Context: an optimization exercise on an open-source flow, tuned for small area. The choices shown serve that exercise and are no tape-out recipe.
At most, simulation tests tie the RTL to the original design; equivalence was not proved.

sierra:
==> flow/design.v (excerpt) <==
module dino_game_top(
    input clk, rst,
    input jump, crouch,
    output [7:0] dinor,
    output [15:0] outc,
    output [6:0] HEX0, HEX1, HEX2, HEX3, HEX4, HEX5
);
For scale: about 650 cells after synthesis, about 70 I/O pins, roughly 4700 um^2 of cells after synthesis.
export LEC_CHECK = 0
export ABC_AREA = 1
export CAP_MARGIN = 20
export CORE_MARGIN = 2
export CORE_UTILIZATION = 50
export SLEW_MARGIN = 20
create_clock -name core_clock -period 10.0 [get_ports {clk}]
standard.sh (not shown) runs the stock make flow with config.mk's settings and CLKGATE_MAP_FILE= SYNTH_SCRIPT=/design/flow/synth_recipe.tcl, a recipe that flattens the netlist after the stock synthesis.
==> flow/flow/run.sh <==
#!/bin/bash
# Own flow: the standard ORFS layout (standard.sh), with these changes:
#  - synthesis: no half/full-adder cells (abc maps adders as plain gates), and
#    the final abc mapping uses flow/area.abc (area-oriented dch + map -a);
#    everything else, registers included, is the standard flow's synthesis script;
#  - the port buffers are buf_1 cells;
#  - CTS uses clkbuf_8 buffers, larger sink clusters and no dummy loads.
# Every tool's output goes to standard_flow.log here, and ORFS's own logs to orfs/logs.
set -euo pipefail
work=$PWD
export ADDER_MAP_FILE=
export BUFFER_PORTS_ARGS="-buffer_cell sky130_fd_sc_hd__buf_1"
export CTS_ARGS="-sink_clustering_enable -repair_clock_nets -buf_list sky130_fd_sc_hd__clkbuf_8 -sink_clustering_size 25 -sink_clustering_max_diameter 60 -dont_use_dummy_load"
export MY_ABC_SCRIPT=$work/flow/area.abc
cat > $work/own_synth.tcl <<EOT
# The standard flow's synthesis script, with abc's -script replaced by \$::env(MY_ABC_SCRIPT)
proc abc {args} {
  set i [lsearch -exact \$args -script]
  if { \$i >= 0 } {
    set args [lreplace \$args [expr {\$i + 1}] [expr {\$i + 1}] \$::env(MY_ABC_SCRIPT)]
  }
  yosys abc {*}\$args
}
source $work/synth_recipe.tcl
EOT
sed "s|SYNTH_SCRIPT=[^ ]*|SYNTH_SCRIPT=$work/own_synth.tcl|" standard.sh > own_standard.sh
grep -q "SYNTH_SCRIPT=$work/own_synth.tcl" own_standard.sh
bash own_standard.sh > standard_flow.log 2>&1
==> flow/flow/area.abc <==
strash
dc2
dch -f
map -a
strash
dc2
dch -f
map -a
topo
diff inputs: sierra => garnet
--- a/flow/design.v
+++ b/flow/design.v
@@ -12,56 +12,59 @@
     wire gtick = (u == 6'd39);          
     always @(posedge clk or negedge rst)
         if (!rst) u <= 6'd4;
         else u <= u + 6'd1;
     assign dinor = ~(8'b00000001 << row);
     wire button = !jump || !crouch;
     reg [5:0] blink_cnt;
     reg blink;
     always @(posedge clk or negedge rst) begin
         if (!rst) begin
             blink_cnt <= 0; blink <= 0;
         end else if (scan) begin
-            if (blink_cnt[5] & blink_cnt[3]) begin    
+            if (blink_cnt == 6'd40) begin
                 blink_cnt <= 0; blink <= ~blink;
             end else
                 blink_cnt <= blink_cnt + 6'd1;
         end
     end
     reg [5:0] h;
     reg [3:0] anim_cnt;
     reg anim;
     reg jp, cp;             
     wire notjump = &h[5:1];
     wire crouching = notjump & h[0];
     wire running = notjump & ~h[0];
-    always @(posedge clk)
-        if (gsamp) begin
+    always @(posedge clk or negedge rst) begin
+        if (!rst) begin
+            jp <= 0; cp <= 0;
+        end else if (gsamp) begin
             jp <= !jump; cp <= !crouch;
         end
+    end
     always @(posedge clk or negedge rst) begin
         if (!rst) begin
             h <= 6'd62; anim_cnt <= 0; anim <= 0;
         end else if (gtick) begin
-            if (anim_cnt[3] & anim_cnt[1]) begin    
+            if (anim_cnt == 4'd10) begin
                 anim_cnt <= 0; anim <= ~anim;
             end else
                 anim_cnt <= anim_cnt + 4'd1;
             if (running) begin
                 if (jp) h <= 6'd0;
                 else if (cp) h <= 6'd63;
             end else if (crouching) begin
                 if (!cp) h <= 6'd62;
             end else begin
-                if (&h[5:2]) h <= 6'd62;    
+                if (h == 6'd60) h <= 6'd62;
                 else h <= h + 6'd1;
             end
         end
     end
     reg [15:0] p;
     always @(posedge clk or negedge rst)
         if (!rst) p <= 16'h62B5;
         else p <= {p[14:0], p[15] ^ p[13] ^ p[12] ^ p[10]};
     reg [1:0] gsr;
     reg pat;
     reg [4:0] x;
     reg [2:0] d;
@@ -173,62 +176,63 @@
             endcase
         end
     end
     always @(posedge clk or negedge rst) begin
         if (!rst) begin
             x <= 5'd11; d <= 3'd5; f <= 0; shape <= 0;
         end else if (gtick) begin
             case (gs)
                 2'd0: begin
                     x <= 5'd11; d <= 3'd5; f <= 0; shape <= 0;
                 end
                 2'd1: begin
-                    if (!(d[2] & d[0]))    
+                    if (d != 3'd5)
                         d <= d + 3'd1;
                     else begin
                         d <= 0;
                         x <= x + 5'd1;
                         if (x == 5'd31) begin
                             f <= 1'b1;
                             if (f) shape <= p[15];
                         end
                     end
                 end
                 default: x <= 0;
             endcase
         end
     end
     reg [3:0] tc;
-    wire tc9 = tc[3] & tc[0];    
-    always @(posedge clk)
-        if (gs_run && !tc9) tc <= tc + 4'd1;
+    always @(posedge clk or negedge rst) begin
+        if (!rst) tc <= 0;
+        else if (gs_run && tc != 4'd9) tc <= tc + 4'd1;
         else tc <= 0;
+    end
     reg [3:0] digit0, digit1, digit2, digit3, digit4, digit5;
     always @(posedge clk or negedge rst) begin
         if (!rst) begin
             digit0 <= 0; digit1 <= 0; digit2 <= 0;
             digit3 <= 0; digit4 <= 0; digit5 <= 0;
         end else if (gs_run) begin
-            if (tc9) begin
-                if (digit0[3] & digit0[0]) begin
+            if (tc == 4'd9) begin
+                if (digit0 == 4'd9) begin
                     digit0 <= 0;
-                    if (digit1[3] & digit1[0]) begin
+                    if (digit1 == 4'd9) begin
                         digit1 <= 0;
-                        if (digit2[3] & digit2[0]) begin
+                        if (digit2 == 4'd9) begin
                             digit2 <= 0;
-                            if (digit3[3] & digit3[0]) begin
+                            if (digit3 == 4'd9) begin
                                 digit3 <= 0;
-                                if (digit4[3] & digit4[0]) begin
+                                if (digit4 == 4'd9) begin
                                     digit4 <= 0;
-                                    if (digit5[3] & digit5[0]) digit5 <= 0;
+                                    if (digit5 == 4'd9) digit5 <= 0;
                                     else digit5 <= digit5 + 4'd1;
                                 end else digit4 <= digit4 + 4'd1;
                             end else digit3 <= digit3 + 4'd1;
                         end else digit2 <= digit2 + 4'd1;
                     end else digit1 <= digit1 + 4'd1;
                 end else digit0 <= digit0 + 4'd1;
             end
         end else if (button) begin
             digit0 <= 0; digit1 <= 0; digit2 <= 0;
             digit3 <= 0; digit4 <= 0; digit5 <= 0;
         end
     end
@@ -237,28 +241,23 @@
         begin
             case (n)
                 4'h0: seg7 = 7'b1000000;
                 4'h1: seg7 = 7'b1111001;
                 4'h2: seg7 = 7'b0100100;
                 4'h3: seg7 = 7'b0110000;
                 4'h4: seg7 = 7'b0011001;
                 4'h5: seg7 = 7'b0010010;
                 4'h6: seg7 = 7'b0000010;
                 4'h7: seg7 = 7'b1111000;
                 4'h8: seg7 = 7'b0000000;
                 4'h9: seg7 = 7'b0010000;
-                4'ha: seg7 = 7'b0000100;
-                4'hb: seg7 = 7'b0110000;
-                4'hc: seg7 = 7'b0010010;
-                4'hd: seg7 = 7'b0010010;
-                4'he: seg7 = 7'b0000010;
-                default: seg7 = 7'b1111000;
+                default: seg7 = 7'b1111111;
             endcase
         end
     endfunction
     assign HEX0 = seg7(digit0);
     assign HEX1 = seg7(digit1);
     assign HEX2 = seg7(digit2);
     assign HEX3 = seg7(digit3);
     assign HEX4 = seg7(digit4);
     assign HEX5 = seg7(digit5);
 endmodule
==> comparison <==
[compare] base=sierra new=garnet: gate count after technology mapping +7.2%; peak clock frequency supported by timing +24%; overall routing resource usage ~0 delta. Between garnet and sierra, it is garnet whose least setup slack across all paths after layout is higher, by 1470 ps. garnet: multi-input combinational area share 2.6 points above sierra. In garnet, the global routing usage on met1 came out 1.5 points below the value in sierra. garnet: full flow OK, the timing, DRC and antenna checks passed.
Only the layout flow was run in garnet; the RTL was not checked for function there.

-- what the ideal ports hide --
Ports are ideal in the flow. The routed layouts listed here were re-timed in OpenROAD. Step 1, drivers: a clkbuf_16 drives clk and a buf_2 each remaining input, both assumed. Step 2 moves the port delays by t, midway between the first and last clock arrival at a register: inputs arrive t later, outputs are due t later. That takes back most of the time a late clock gives input paths. Slacks: no drivers / after step 1 / after step 2; pairs: no drivers / after step 1.
| run | shift t [ns] | slack for setup (ns) | worst setup path after step 2 | clock arrival spread, ns |
|---|---|---|---|---|
| sierra | 0.360 | 2.280 / 2.280 / 2.280 | register to register | 0.032 / 0.033 |
| garnet | 0.359 | 3.751 / 3.751 / 3.751 | register to register | 0.043 / 0.043 |
After both steps setup and hold are still met in every run listed.
